This is an optimization exercise on Yosys and OpenROAD, whose aim is a short achievable clock period and few clock cycles, not a production implementation.
In this exercise RTL edits were held to simulation tests only and were not proved equivalent to the original.
Power and IR drop assume default switching activity.

### design/flow/config.mk
export PLATFORM = sky130hd
export DESIGN_NAME = SCCPU
export DESIGN_NICKNAME = SCCPU
export VERILOG_FILES = /design/flow/design.v
export SDC_FILE = /design/flow/constraint.sdc
export NUM_CORES = 4
export LEC_CHECK = 0
export CAP_MARGIN = 30
export CORE_MARGIN = 2
export CORE_UTILIZATION = 40
export SLEW_MARGIN = 20
### design/flow/constraint.sdc
create_clock -name core_clock -period 9.0 [get_ports {Clock}]
set_input_delay 1.8000 -clock core_clock [delete_from_list [all_inputs] [get_ports {Clock}]]
set_output_delay 1.8000 -clock core_clock [all_outputs]
set_load 0.01 [all_outputs]
### design/flow/design.v
`timescale 1ns / 1ps
module add32(a, b, c
    );
	 input [31:0] a, b;
	 output [31:0] c;
	 assign c=a+b;
endmodule
`timescale 1ns / 1ps
module mux32_2_1(a0,a1,s,y
    );
	 input [31:0] a0,a1;
	 input s;
	 output [31:0] y;
	 reg [31:0] y;
	 always @ (*)
		begin
			case(s)
				1'b0: y=a0;
				1'b1: y=a1;
				default: y=32'h00000000;
			endcase
		end
endmodule
`timescale 1ns / 1ps
module mux32_4_1(a0,a1,a2,a3,s,y
    );
	 input [31:0] a0,a1,a2,a3;
	 input [1:0] s;
	 output [31:0] y;
	 reg [31:0] y;
	 always @ (*)
		begin
			case(s)
				2'b00: y=a0;
				2'b01: y=a1;
				2'b10: y=a2;
				2'b11: y=a3;
				default: y=32'h00000000;
			endcase
		end
endmodule
`timescale 1ns / 1ps
module mux5_2_1(a0,a1,s,y
    );
	 input [4:0] a0,a1;
	 input s;
	 output [4:0] y;
	 reg [4:0] y;
	 always @ (*)
		begin
			case(s)
				1'b0: y=a0;
				1'b1: y=a1;
				default: y=5'b00000;
			endcase
		end
endmodule
`timescale 1ns / 1ps
module dff32(d,clk,clrn,q,stall
    );
	 input [31:0] d;
	 input clk,clrn,stall;
	 output [31:0] q;
    reg [31:0] q;
    always @ (negedge clrn or posedge clk)
	 if(clrn==0)
	     begin
		      q<=0;
		  end
    else
        begin
		      if(stall==0) q<=d;
		  end
endmodule
`timescale 1ns / 1ps
module alu(alua,alub,ealuc,ealu,z
    );
	 input [31:0] alua,alub;
	 input [2:0] ealuc;
	 output [31:0] ealu;
	 output z;
    assign ealu = (ealuc == 3'b000) ? alua + alub :
	               (ealuc == 3'b001) ? alua & alub :
	               (ealuc == 3'b010) ? alua | alub :
	               (ealuc == 3'b011) ? alua ^ alub :
	               (ealuc == 3'b100) ? alub >> alua :
	               (ealuc == 3'b101) ? alub << alua :
	               (ealuc == 3'b110) ? alua - alub :
	    				32'h00000000;
	 assign z = ~|ealu;
endmodule
`timescale 1ns / 1ps
module Regfile(rna,rnb,d,wn,we,clk,clrn,qa,qb
    );
	 input [4:0] rna,rnb,wn;
    input [31:0] d;
	 input we,clk,clrn;
	 output [31:0] qa,qb;
	 reg [31:0] register [1:31];
	 assign qa=(rna==0)?0:((we&&(wn==rna))?d:register[rna]);
	 assign qb=(rnb==0)?0:((we&&(wn==rnb))?d:register[rnb]);
	 integer i;
	 always @(posedge clk or negedge clrn)
	     if(clrn==0)
		  begin 
		  for(i=1;i<32;i=i+1)
		      register[i]<=0;
		  register[5'h01]<=32'h00000001;
		  register[5'h02]<=32'h00000002;
		  register[5'h03]<=32'h00000003;
		  register[5'h04]<=32'h00000004;
		  register[5'h05]<=32'h00000005;
		  register[5'h06]<=32'h00000006;
		  register[5'h07]<=32'h00000007;
		  register[5'h08]<=32'h00000008;
		  end
		  else if((wn!=0)&&we)
		     register[wn]<=d;
endmodule
`timescale 1ns / 1ps
module Control_Unit(rsrtequ,func,
	             op,wreg,m2reg,wmem,aluc,regrt,aluimm,
					 sext,shift
    );
	 input rsrtequ;
	 input [5:0] func,op;
	 output wreg,m2reg,wmem,regrt,aluimm,sext,shift;
	 output [2:0] aluc;
	 reg [2:0] aluc;
	 reg [1:0] pcsource;
	 wire i_add,i_and,i_or,i_xor,i_sll,i_srl;
	 wire i_addi,i_andi,i_ori,i_xori;
	 wire i_lw,i_sw;
	 wire i_beq,i_bne;
	 wire i_j;
	 and(i_add,~op[5],~op[4],~op[3],~op[2],~op[1],~op[0],~func[2],~func[1],func[0]);
	 and(i_and,~op[5],~op[4],~op[3],~op[2],~op[1],op[0],~func[2],~func[1],func[0]);
	 and(i_or,~op[5],~op[4],~op[3],~op[2],~op[1],op[0],~func[2],func[1],~func[0]);
	 and(i_xor,~op[5],~op[4],~op[3],~op[2],~op[1],op[0],func[2],~func[1],~func[0]);
	 and(i_srl,~op[5],~op[4],~op[3],~op[2],op[1],~op[0],~func[2],func[1],~func[0]);
	 and(i_sll,~op[5],~op[4],~op[3],~op[2],op[1],~op[0],~func[2],func[1],func[0]);
	 and(i_addi,~op[5],~op[4],~op[3],op[2],~op[1],op[0]);
	 and(i_andi,~op[5],~op[4],op[3],~op[2],~op[1],op[0]);
	 and(i_ori,~op[5],~op[4],op[3],~op[2],op[1],~op[0]);
	 and(i_xori,~op[5],~op[4],op[3],op[2],~op[1],~op[0]);
	 and(i_lw,~op[5],~op[4],op[3],op[2],~op[1],op[0]);
	 and(i_sw,~op[5],~op[4],op[3],op[2],op[1],~op[0]);
	 and(i_beq,~op[5],~op[4],op[3],op[2],op[1],op[0]);
	 and(i_bne,~op[5],op[4],~op[3],~op[2],~op[1],~op[0]);
	 and(i_j,~op[5],op[4],~op[3],~op[2],op[1],~op[0]);
    assign wreg=i_add|i_and|i_or|i_xor|i_sll|i_srl|i_addi|i_andi|i_ori|i_xori|i_lw;
	 assign regrt=i_addi|i_andi|i_ori|i_xori|i_lw;
	 assign m2reg=i_lw;
	 assign shift=i_sll|i_srl;
	 assign aluimm=i_addi|i_andi|i_ori|i_xori|i_lw|i_sw;
 	 assign sext=i_addi|i_lw|i_sw|i_beq|i_bne;
 	 assign wmem=i_sw;
	always @(rsrtequ or op or func)
		case (op)
			6'b000000: begin aluc<=3'b000; pcsource<=2'b00; end		 
			6'b000001:
				case (func[5:0])
					3'b000001: begin aluc<=3'b001; pcsource<=2'b00; end		 
					3'b000010: begin aluc<=3'b010; pcsource<=2'b00; end		 
					3'b000100: begin aluc<=3'b011; pcsource<=2'b00; end		 
					default: begin aluc<=3'b111; pcsource<=2'b11; end
				endcase
			6'b000010:
				case (func[5:0])
					3'b000010: begin aluc<=3'b100; pcsource<=2'b00; end		 
					3'b000011: begin aluc<=3'b101; pcsource<=2'b00; end		 
					default: begin aluc<=3'b111; pcsource<=2'b11; end
				endcase
			6'b000101: begin aluc<=3'b000; pcsource<=2'b00; end		 
			6'b001001: begin aluc<=3'b001; pcsource<=2'b00; end		 
			6'b001010: begin aluc<=3'b010; pcsource<=2'b00; end		 
			6'b001100: begin aluc<=3'b011; pcsource<=2'b00; end		 
			6'b001101: begin aluc<=3'b000; pcsource<=2'b00; end		 
			6'b001110: begin aluc<=3'b000; pcsource<=2'b00; end		 
			6'b001111: begin aluc<=3'b110; if(rsrtequ) pcsource<=2'b01; else pcsource<=2'b00; end		 
			6'b010000: begin aluc<=3'b110; if(!rsrtequ) pcsource<=2'b01; else pcsource<=2'b00; end		 
			6'b010010: begin aluc<=3'b111; pcsource<=2'b10; end		 
			default: begin aluc<=3'b111; pcsource<=2'b11; end
		endcase
endmodule
`timescale 1ns / 1ps
module IF_STAGE(clk,clrn,pcsource,bpc,jpc,pc4,inst, PC,stall,inst_org
    );
	 input clk, clrn;
	 input [31:0] bpc,jpc;
	 input [1:0] pcsource;
	 input stall;
	 input [31:0] inst_org;    
	 output [31:0] pc4,inst;
	 output [31:0] PC;
	 wire [31:0] pc;
	 wire [31:0] npc;
 	 dff32 program_counter(npc,clk,clrn,pc,stall);    
	 add32 pc_plus4(pc,32'h4,pc4);                    
	 mux32_4_1 next_pc(pc4,bpc,jpc,32'b0,pcsource,npc);  
	 assign PC=pc;
	 assign inst = (pcsource ==2'b01 || pcsource ==2'b10) ? 32'h0 : inst_org;
endmodule
`timescale 1ns / 1ps
module instruction_register(if_pc4,if_inst,clk,clrn,id_pc4,id_inst,stall
    );
	 input [31:0] if_pc4,if_inst;
	 input clk,clrn;
	 input stall;
	 output [31:0] id_pc4,id_inst;
	 reg [31:0] id_pc4,id_inst;
	 always @(posedge clk or negedge clrn)
		 if(clrn == 0)
			 begin
				 id_pc4<=0;
				 id_inst<=0;
			 end
		 else
			 begin
				if(stall==0)
					begin
						id_pc4<=if_pc4;
						id_inst<=if_inst;
					end
			 end
endmodule
`timescale 1ns / 1ps
module ID_STAGE(pc4,inst,
              wdi,clk,clrn,bpc,jpc,pcsource,id_wreg,
				  m2reg,wmem,aluc,aluimm,a,b,imm,
				  shift,id_rn,wb_rn,wb_wreg,
				  exe_result,mem_result,mem_mo,
				  exe_wreg,exe_rn,exe_m2reg,
				  mem_wreg,mem_rn,mem_m2reg,
				  stall,adep,bdep
    );
	 input [31:0] pc4,inst,wdi;
	 input clk,clrn;
	 input [4:0] wb_rn;
	 input  wb_wreg;
	 input [31:0] exe_result,mem_result,mem_mo;
	 input [4:0] exe_rn,mem_rn;
	 input exe_wreg,exe_m2reg,mem_wreg,mem_m2reg;
	 output [31:0] bpc,jpc,a,b,imm;
	 output [2:0] aluc;
	 output [1:0] pcsource;
	 output m2reg,wmem,aluimm,shift,id_wreg;
	 output [4:0] id_rn;
	 output stall;
	 output [1:0] adep,bdep;
	 wire wreg;
	 wire rsrtequ;
	 wire [5:0] op,func;
	 wire [4:0] rs,rt,rd,rn;
	 wire [31:0] qa,qb,br_offset;
	 wire [15:0] ext16;
	 wire regrt,sext,e,wmem_org;
	 assign func=inst[25:20];
	 assign op=inst[31:26];
	 assign rs=inst[9:5];
	 assign rt=inst[4:0];
	 assign rd=inst[14:10];
    assign adep = ((exe_rn != 5'b0) & exe_wreg & (exe_rn == rs) &  ~exe_m2reg) ? 2'b01 :
               ((mem_rn != 5'b0) & mem_wreg & (mem_rn == rs) & ~mem_m2reg) ? 2'b10 :
               ((mem_rn != 5'b0) & mem_wreg & (mem_rn == rs) &  mem_m2reg) ? 2'b11 : 2'b00;
	 assign bdep = ((exe_rn != 5'b0) & exe_wreg & (exe_rn == rt) &  ~exe_m2reg) ? 2'b01 :
               ((mem_rn != 5'b0) & mem_wreg & (mem_rn == rt) & ~mem_m2reg) ? 2'b10 :
               ((mem_rn != 5'b0) & mem_wreg & (mem_rn == rt) &  mem_m2reg) ? 2'b11 : 2'b00;
	 assign stall = (exe_rn !=0)&((rs == exe_rn) | (rt == exe_rn)& ~regrt) & (exe_wreg&exe_m2reg);
	 mux32_4_1 fwa_mux(qa,exe_result,mem_result,mem_mo,adep,a);
	 mux32_4_1 fwb_mux(qb,exe_result,mem_result,mem_mo,bdep,b);
	 Control_Unit cu(rsrtequ,func,
	             op,wreg,m2reg,wmem_org,aluc,regrt,aluimm,
					 sext,shift);
	 assign id_wreg = ~stall & wreg;
	 assign wmem = ~stall & wmem_org;
    Regfile rf (rs,rt,wdi,wb_rn,wb_wreg,clk,clrn,qa,qb);
	 assign rsrtequ = ( ~|( a ^ b ) )&&( (inst[31:26] == 6'b001111) || (inst[31:26] == 6'b010000));
	 assign pcsource = (inst[31:26] == 6'b001111 && rsrtequ) || (inst[31:26] == 6'b010000 && ~rsrtequ) ? 2'b01:
							 (inst[31:26] == 6'b010010) ? 2'b10 : 2'b00;
	 mux5_2_1 des_reg_num (rd,rt,regrt,rn);
	 assign e=sext&inst[25];
	 assign ext16={16{e}};
	 assign imm={ext16,inst[25:10]};
	 assign br_offset={imm[29:0],2'b00};
	 add32 br_addr (pc4,br_offset,bpc);
	 assign jpc={pc4[31:28],inst[25:0],2'b00};
	 assign id_rn = rn;
endmodule
`timescale 1ns / 1ps
module id_exe_register(id_m2reg,id_wmem,id_aluc,id_aluimm,id_ra,id_rb,
id_imm,id_shift,id_wreg,id_rn,clk,clrn,exe_m2reg,exe_wmem,exe_aluc,
exe_aluimm,exe_ra,exe_rb,exe_imm,exe_shift,exe_wreg,exe_rn
    );
input [2:0] id_aluc;
input [4:0] id_rn;
input id_m2reg,id_wmem,id_aluimm,id_shift,id_wreg;
input [31:0] id_ra,id_rb,id_imm;
input clk,clrn;
output [2:0] exe_aluc;
output exe_m2reg,exe_wmem,exe_aluimm,exe_shift,exe_wreg;
output [4:0] exe_rn;
output [31:0] exe_ra,exe_rb,exe_imm;
reg [2:0]exe_aluc;
reg [4:0] exe_rn;
reg exe_m2reg,exe_wmem,exe_aluimm,exe_shift,exe_wreg;
reg [31:0] exe_ra,exe_rb,exe_imm;
always @(posedge clk or negedge clrn)
		 if(clrn == 0)
			 begin
				 exe_aluc<=0;
				 exe_rn<=0;
				 exe_m2reg<=0;
				 exe_wmem<=0;
				 exe_aluimm<=0;
				 exe_shift<=0;
				 exe_wreg<=0;
				 exe_ra<=0;
				 exe_rb<=0;
				 exe_imm<=0;
			 end
		 else
			begin
			    exe_aluc<=id_aluc;
				 exe_rn<=id_rn;
				 exe_m2reg<=id_m2reg;
				 exe_wmem<=id_wmem;
				 exe_aluimm<=id_aluimm;
				 exe_shift<=id_shift;
				 exe_wreg<=id_wreg;
				 exe_ra<=id_ra;
				 exe_rb<=id_rb;
				 exe_imm<=id_imm;
			end
endmodule
`timescale 1ns / 1ps
module EXE_STAGE(ealuc,ealuimm,ea,eb,eimm,eshift,ealu,z
    );
	 input [31:0] ea,eb,eimm;
	 input [2:0] ealuc;
	 input ealuimm,eshift;
	 output [31:0] ealu;
	 output z;
	 wire [31:0] alua,alub,sa;
	 assign sa={27'b0,eimm[9:5]};
	 mux32_2_1 alu_ina (ea,sa,eshift,alua);
	 mux32_2_1 alu_inb (eb,eimm,ealuimm,alub);
 	 alu al_unit (alua,alub,ealuc,ealu,z); 
endmodule
`timescale 1ns / 1ps
module exe_mem_register(exe_Alu_Result,exe_rb,exe_wmem,exe_m2reg,exe_wreg
,exe_rn,clk,clrn,mem_Alu_Result,mem_rb,mem_wmem,mem_m2reg,mem_wreg,mem_rn
    );
input [31:0] exe_Alu_Result,exe_rb;
input [4:0] exe_rn;
input exe_wmem,exe_m2reg,exe_wreg;
input clrn,clk;
output [31:0] mem_Alu_Result,mem_rb;
output [4:0] mem_rn;
output mem_wmem,mem_m2reg,mem_wreg;
reg [31:0] mem_Alu_Result,mem_rb;
reg [4:0]mem_rn;
reg mem_wmem,mem_m2reg,mem_wreg;
always @(posedge clk or negedge clrn)
		 if(clrn == 0)
			 begin
				 mem_Alu_Result<=0;
				 mem_rb<=0;
				 mem_rn<=0;
				 mem_wmem<=0;
				 mem_m2reg<=0;
				 mem_wreg<=0;
			 end
		 else
			begin
			    mem_Alu_Result<=exe_Alu_Result;
				 mem_rb<=exe_rb;
				 mem_rn<=exe_rn;
				 mem_wmem<=exe_wmem;
				 mem_m2reg<=exe_m2reg;
				 mem_wreg<=exe_wreg;
			end
endmodule
`timescale 1ns / 1ps
module MEM_STAGE(we,addr,datain,clk,clrn,dataout
    );
	 input [31:0] datain;
	 input [4:0] addr;
	 input clk,clrn,we;
	 output [31:0] dataout;
	 reg [31:0] ram [0:31];
	 assign dataout=ram[addr];
	 integer i;
	 always @(posedge clk or negedge clrn)
	 if(clrn==0)
	 begin
	 for(i=0;i<32;i=i+1)
	    ram[i]<=0;
	 ram[5'h01]<=32'h00000001;
	 ram[5'h02]<=32'h00000002;
	 ram[5'h03]<=32'h00000003;
	 ram[5'h04]<=32'h00000004;
	 ram[5'h05]<=32'h00000005;
	 ram[5'h06]<=32'h00000006;
	 ram[5'h07]<=32'h00000007;
	 ram[5'h08]<=32'h00000008;
	 end
	 else if(we)
	    ram[addr]<=datain;
endmodule
`timescale 1ns / 1ps
module mem_wb_register(mem_Alu_Result,mem_m2reg,mem_wreg,mem_rn,mem_mo
    ,clk,clrn,wb_Alu_Result,wb_m2reg,wb_wreg,wb_rn,wb_mo);
input [31:0] mem_Alu_Result,mem_mo;
input mem_m2reg,mem_wreg;
input [4:0] mem_rn;
input clrn,clk;
output [31:0] wb_Alu_Result,wb_mo;
output [4:0]wb_rn;
output wb_m2reg,wb_wreg;
reg [31:0] wb_Alu_Result,wb_mo;
reg [4:0]wb_rn;
reg wb_m2reg,wb_wreg;
always @(posedge clk or negedge clrn)
		 if(clrn == 0)
			 begin
				 wb_Alu_Result<=0;
				 wb_mo<=0;
				 wb_rn<=0;
				 wb_m2reg<=0;
				 wb_wreg<=0;
			 end
		 else
			begin
			    wb_Alu_Result<=mem_Alu_Result;
				 wb_mo<=mem_mo;
				 wb_rn<=mem_rn;
				 wb_m2reg<=mem_m2reg;
				 wb_wreg<=mem_wreg;
			end
endmodule
`timescale 1ns / 1ps
module WB_STAGE(r_alu,m_o,m2reg,wdi
    );
	 input [31:0] r_alu;
	 input [31:0] m_o;
	 input m2reg;
	 output [31:0] wdi;
	 mux32_2_1 wb_stage (r_alu, m_o, m2reg, wdi);
endmodule
`timescale 1ns / 1ps
module SCCPU(Clock, Resetn, if_PC, imem_data,
             wb_we, wb_rn, wb_data, dm_we, dm_addr, dm_wdata
    );
	 input Clock, Resetn;
	 input [31:0] imem_data;      
	 output [31:0] if_PC;         
	 output wb_we;                
	 output [4:0] wb_rn;
	 output [31:0] wb_data;
	 output dm_we;                
	 output [4:0] dm_addr;
	 output [31:0] dm_wdata;
	 wire [1:0] pcsource;
	 wire [31:0] bpc, jpc, pc4;
	 wire [31:0] wdi;
	 wire stall;
	 wire [1:0] adep,bdep;
	 wire [31:0] if_pc4, if_Inst, exe_Alu_Result;
	 wire [31:0] id_pc4,id_Inst;
	 wire[4:0] id_rn;
	 wire[2:0] id_aluc;
	 wire[31:0] id_ra,id_rb,id_imm;
	 wire id_m2reg,id_wmem,id_aluimm,id_shift,id_wreg;
	 wire[4:0] exe_rn;
	 wire[2:0] exe_aluc;
	 wire[31:0] exe_ra,exe_rb,exe_imm;
	 wire exe_m2reg,exe_wmem,exe_aluimm,exe_shift,exe_wreg,z;
	 wire [31:0] mem_Alu_Result,mem_rb;
	 wire mem_wmem,mem_m2reg,mem_wreg;
	 wire [4:0] mem_rn;
	 wire [31:0] mem_mo;
	 wire [31:0] wb_Alu_Result,wb_mo;
	 wire wb_m2reg,wb_wreg;
	 IF_STAGE stage1 (Clock, Resetn, pcsource, bpc, jpc, if_pc4, if_Inst, if_PC, stall, imem_data);
	 instruction_register IF_ID_register(if_pc4,if_Inst,Clock, Resetn,id_pc4,id_Inst,stall);
	 ID_STAGE stage2 (id_pc4,id_Inst, wdi, Clock, Resetn, bpc, jpc, pcsource,
				   id_wreg,id_m2reg, id_wmem, id_aluc, id_aluimm, id_ra, id_rb, id_imm, id_shift,
					id_rn,wb_rn,wb_wreg,exe_Alu_Result,mem_Alu_Result,mem_mo,exe_wreg,exe_rn,exe_m2reg,
					 mem_wreg,mem_rn,mem_m2reg,stall,adep,bdep );
	 id_exe_register  ID_EXE_register(id_m2reg,id_wmem,id_aluc,id_aluimm,id_ra,id_rb,
    id_imm,id_shift,id_wreg,id_rn,Clock, Resetn,exe_m2reg,exe_wmem,exe_aluc,
    exe_aluimm,exe_ra,exe_rb,exe_imm,exe_shift,exe_wreg,exe_rn);
	 EXE_STAGE stage3 (exe_aluc, exe_aluimm, exe_ra, exe_rb, exe_imm, exe_shift, exe_Alu_Result, z);
	 exe_mem_register 	EXE_MEM_register(exe_Alu_Result,exe_rb,exe_wmem,exe_m2reg,exe_wreg
      ,exe_rn,Clock, Resetn,mem_Alu_Result,mem_rb,mem_wmem,mem_m2reg,mem_wreg,mem_rn);
	 MEM_STAGE stage4 (mem_wmem, mem_Alu_Result[4:0], mem_rb, Clock, Resetn, mem_mo);
	 mem_wb_register MEM_WB_register(mem_Alu_Result,mem_m2reg,mem_wreg,mem_rn,mem_mo
    ,Clock, Resetn,wb_Alu_Result,wb_m2reg,wb_wreg,wb_rn,wb_mo);
	 WB_STAGE stage5 (wb_Alu_Result, wb_mo, wb_m2reg, wdi);
	 assign wb_we    = wb_wreg & (wb_rn != 5'b0);
	 assign wb_data  = wdi;
	 assign dm_we    = mem_wmem;
	 assign dm_addr  = mem_Alu_Result[4:0];
	 assign dm_wdata = mem_rb;
endmodule
### design/flow/run.sh
#!/bin/bash
# synth_recipe.tcl (not shown) runs the flow's synth.tcl, then flattens the netlist and writes it again
# the make line also repeats each setting of config.mk as NAME=value (left out here)
make -C /OpenROAD-flow-scripts/flow DESIGN_CONFIG=/design/flow/config.mk WORK_HOME=/design/flow/orfs CLKGATE_MAP_FILE= SYNTH_SCRIPT=/design/flow/synth_recipe.tcl finish
==> impl_metrics.env <==
export IMPL_min_from="EXE_MEM_register.mem_Alu_Result[9]"
export IMPL_rsz0062_at_grt="false"
export IMPL_min_path_type="reg -> reg"
export IMPL_post_cts_buffers=0
export IMPL_fin_skew_ns=0.0735
export IMPL_relSlewSlack_pct=17.8
export IMPL_first_iter_violations=19274
export IMPL_cts_path_max_buffers=4
export IMPL_period_needed_ns=8.55
export IMPL_avgSynthCellArea_um2=10.0
export IMPL_grt_start_max_net_pins=175
export IMPL_synthDistinctLibCells=100
export IMPL_netlist_area_um2=119000
export IMPL_layout_drive_gt1_share_pct=20.0
export IMPL_coreArea_um2=297000
export IMPL_ios=142
export IMPL_rrSetupSlack_ns=0.45
export IMPL_yosysTopAreaCell="dfrtp_1"
export IMPL_hold_viol_final=0
export IMPL_synth_top_area_share_pct=48.8
export IMPL_syn_nets=12067
export IMPL_wl_mm=620
export IMPL_cts_buffers=269
export IMPL_finalCritPeriodShare_pct=95.0
export IMPL_synthTopCellsByCount="dfrtp_1 (2323), nor2_1 (1066), mux2_2 (1064), nand2_1 (918), a22oi_1 (902)"
export IMPL_htree_levels=5
export IMPL_syn_inst=11904
export IMPL_vias_per_cell=6.98
export IMPL_detailed_place_hpwl_mm=409
export IMPL_r2r_cells=22
export IMPL_stdcell_area_um2=137000
export IMPL_die_area_um2=302000
export IMPL_crit_top_cell="buf_4"
export IMPL_startpoint="ID_EXE_register.exe_shift"
export IMPL_ir_worst_vdd_uv=173
export IMPL_slowest_stage="a221oi_1"
export IMPL_p_per_area_nw_per_um2=219
export IMPL_cts_hold_buf=0
export IMPL_timing_rr_start="ID_EXE_register.exe_shift"
export IMPL_clock_latency_ns=0.91
export IMPL_die_w_um=550
export IMPL_fin_setup_tns_ns=0
export IMPL_gp_routability_congestion=1.05
export IMPL_yosys_warnings=13
export IMPL_finalSetupViolations=0
export IMPL_grt_pass1_wl_mm=854
export IMPL_postRouteAntennaNets=0
export IMPL_synth_most_common_cell="dfrtp_1"
export IMPL_cp_end_kind="register"
export IMPL_row_count=200
export IMPL_cp_max_fo=48
export IMPL_slowest_delay_ns=0.92
export IMPL_cts_root_buf="clkbuf_16"
export IMPL_antenna_found_initial=69
export IMPL_hold_depth=0
export IMPL_ys_async_sr_fraction_pct=100
export IMPL_utilization_pct=46.2
export IMPL_synth_edf_count=0
export IMPL_crit_type="reg -> reg"
export IMPL_wl_per_cell_um=38.8
export IMPL_cp_arrival_ns=9.33
export IMPL_via_count=111591
export IMPL_track_usage_pct=40.0
export IMPL_dpl_cell_area_um2=127000
export IMPL_cp_cell_sequence="mux2i_4, buf_4, fa_1, o21bai_1, a2111oi_2, nor4b_1, nor3_1, nor3_1, a221oi_1, o21a_1, nor2_1, o311a_1, o211ai_1, o21ai_0, a221oi_1, xnor2_1, o31ai_1, buf_4, nand2_2, buf_4, o221a_2, a21oi_1"
export IMPL_status="timing/DRC/antenna clean"
export IMPL_clk_pin_slew_ns=0.06
export IMPL_yosys_register_bits=2349
export IMPL_maxCapViolCount=0
export IMPL_cts_sinks=2349
export IMPL_grt_pass1_vias=106427
export IMPL_clock_fmax_ghz=0.117
export IMPL_critPathRequiredTime_ns=9.78
export IMPL_tightest_slew_ns=1.23
export IMPL_post_cts_resized=0
export IMPL_min_to="MEM_WB_register.wb_Alu_Result[9]"
export IMPL_finalMaxSlewViolations=0
export IMPL_fp_dieH_um=550
export IMPL_ys_seq_area_share_pct=49.4
export IMPL_r2r_end="stage1.program_counter.q[19]"
export IMPL_fillCellCount=27508
export IMPL_total_leakage_power_nw=62.6
export IMPL_port_buffers=141
export IMPL_synth_area_top_cells="dfrtp_1 (49%), mux2_2 (10%), a22oi_1 (5.7%)"
export IMPL_nets=11953
export IMPL_synthFlopType="dfrtp_1"
export IMPL_initial_core_util_pct=40.2
export IMPL_start_kind="register"
export IMPL_overflow=0
export IMPL_tritoncts="done"
export IMPL_area_growth_pct=14.9
export IMPL_route_detailed_drc=0
export IMPL_first_pass_iters=13
## logic make-up after synthesis
| logic type | Yosys count | share of synthesized area [%] |
|---|---|---|
| mux | 1283 | 12.0 |
| flops | 2349 | 49.4 |
| simple gates | 3370 | 13.3 |
| buf+inv | 1253 | 4.14 |
| fa+ha+maj | 129 | 1.37 |
| xor+xnor | 137 | 1.01 |
| compound gates | 3383 | 18.8 |
## sequential cells by signal, summed over array words and instances (netlist names), 17 cells and up
name / cells
ID_EXE_register.exe_rb: 32
MEM_WB_register.wb_Alu_Result: 32
EXE_MEM_register.mem_Alu_Result: 32
IF_ID_register.id_inst: 32
stage4.ram: 1024
ID_EXE_register.exe_ra: 32
stage2.rf.register: 992
IF_ID_register.id_pc4: 32
stage1.program_counter.q: 32
EXE_MEM_register.mem_rb: 32
MEM_WB_register.wb_mo: 32
ID_EXE_register.exe_imm: 17
## stage by stage
step	worst slack, ns	instances	hold WS (ns)	power [mW]
2_1_floorplan	2.53	11904	0.331	15.3
3_3_place_gp	0.744	15390	0.358	18.4
3_5_place_dp	0.731	15427	0.356	18.5
4_1_cts	0.656	15897	0.369	29.7
5_1_grt	0.157	15936	0.374	30.8
6_report	0.452	15976	0.368	30.0
## where the power goes
part | internal [mW] | total [mW] | leakage [nW] | switching, mW
logic | 1.90 | 6.22 | 26.2 | 4.32
registers | 11.4 | 12.5 | 32.1 | 1.10
clock network | 6.64 | 11.3 | 4.40 | 4.67
## final cells by class
cell class                      instances  area [um2]  area share (%)
Inverter                              176         661           0.483
Tap cell                             3939        4930            3.60
Antenna cell                           48         120          0.0878
Clock buffer                          399        8050            5.88
Sequential cell                      2349       58800            43.0
Timing Repair Buffer                  692        6530            4.77
Multi-Input combinational cell       8302       56900            41.6
Clock inverter                         71         840           0.613
## worst max-delay path, delay by kind of cell, from the launching register on
family	cells	cell delay, ns
AO/OA/AOI/OAI	11	4.57
XOR/XNOR	1	0.20
adder cells (fa/ha/maj)	1	0.34
buffers and inverters	3	1.12
flip-flops	1	0.73
multiplexers	1	0.40
AND/OR/NAND/NOR	5	1.04
## worst max path at each step
stage | to | slack (ns) | cells after the start
after global routing | stage1.program_counter.q[18] | 0.16 | 22
after CTS | stage1.program_counter.q[19] | 0.66 | 22
after floorplan | stage1.program_counter.q[10] | 2.53 | 26
after global placement | stage1.program_counter.q[18] | 0.74 | 22
final | stage1.program_counter.q[19] | 0.45 | 22
after detailed placement | stage1.program_counter.q[19] | 0.73 | 22
## per-layer routing
metal / wire length (um) / vias to the layer above / GRT usage (%)
met3: 81900 / 3025 / 14.5
met2: 255000 / 9347 / 56.9
met1: 225000 / 55604 / 49.5
met4: 57300 / 32 / 29.3
met5: 526 / - / 0.918
li1: - / 43583 / -
## layout by cell type (no fill, tap or decap), drive strengths merged, types with 126 or more instances in the layout
cell type	count
dfrtp	2323
nor2	1067
mux2	1065
nand2	918
a22oi	902
a21oi	888
o21ai	644
buf	548
clkbuf	403
nand3	367
nand4	233
and3	233
mux2i	216
inv	182
clkdlybuf4s50	140
ha	126
nor3	126
Testbench counts, summed over its fixed seeds: cycles 35,570.

what the ideal ports hide:
The flow's constraints put no driver on any port. The routed layout listed below was extracted and timed again, unchanged, in two steps.
Step 1 assumes that a clkbuf_16 drives the clock port and a buf_2 every other input.
Step 2, shift: input delay + t, output delay - t, t = (earliest + latest rising clock arrival at the registers) / 2. This alone moves slack from input paths to output paths.
a / b / c = ideal ports / drivers / drivers and shift; a / b = the first two.
t (ns): 0.988
setup WS [ns]: 0.452 / 0.452 / 0.452
worst hold slack (ns): 0.368 / 0.368 / 0.368
After both steps setup and hold are still met in this run. The setup slack of this run moves by 0.000 ns with the drivers and by 0.000 ns with both steps.
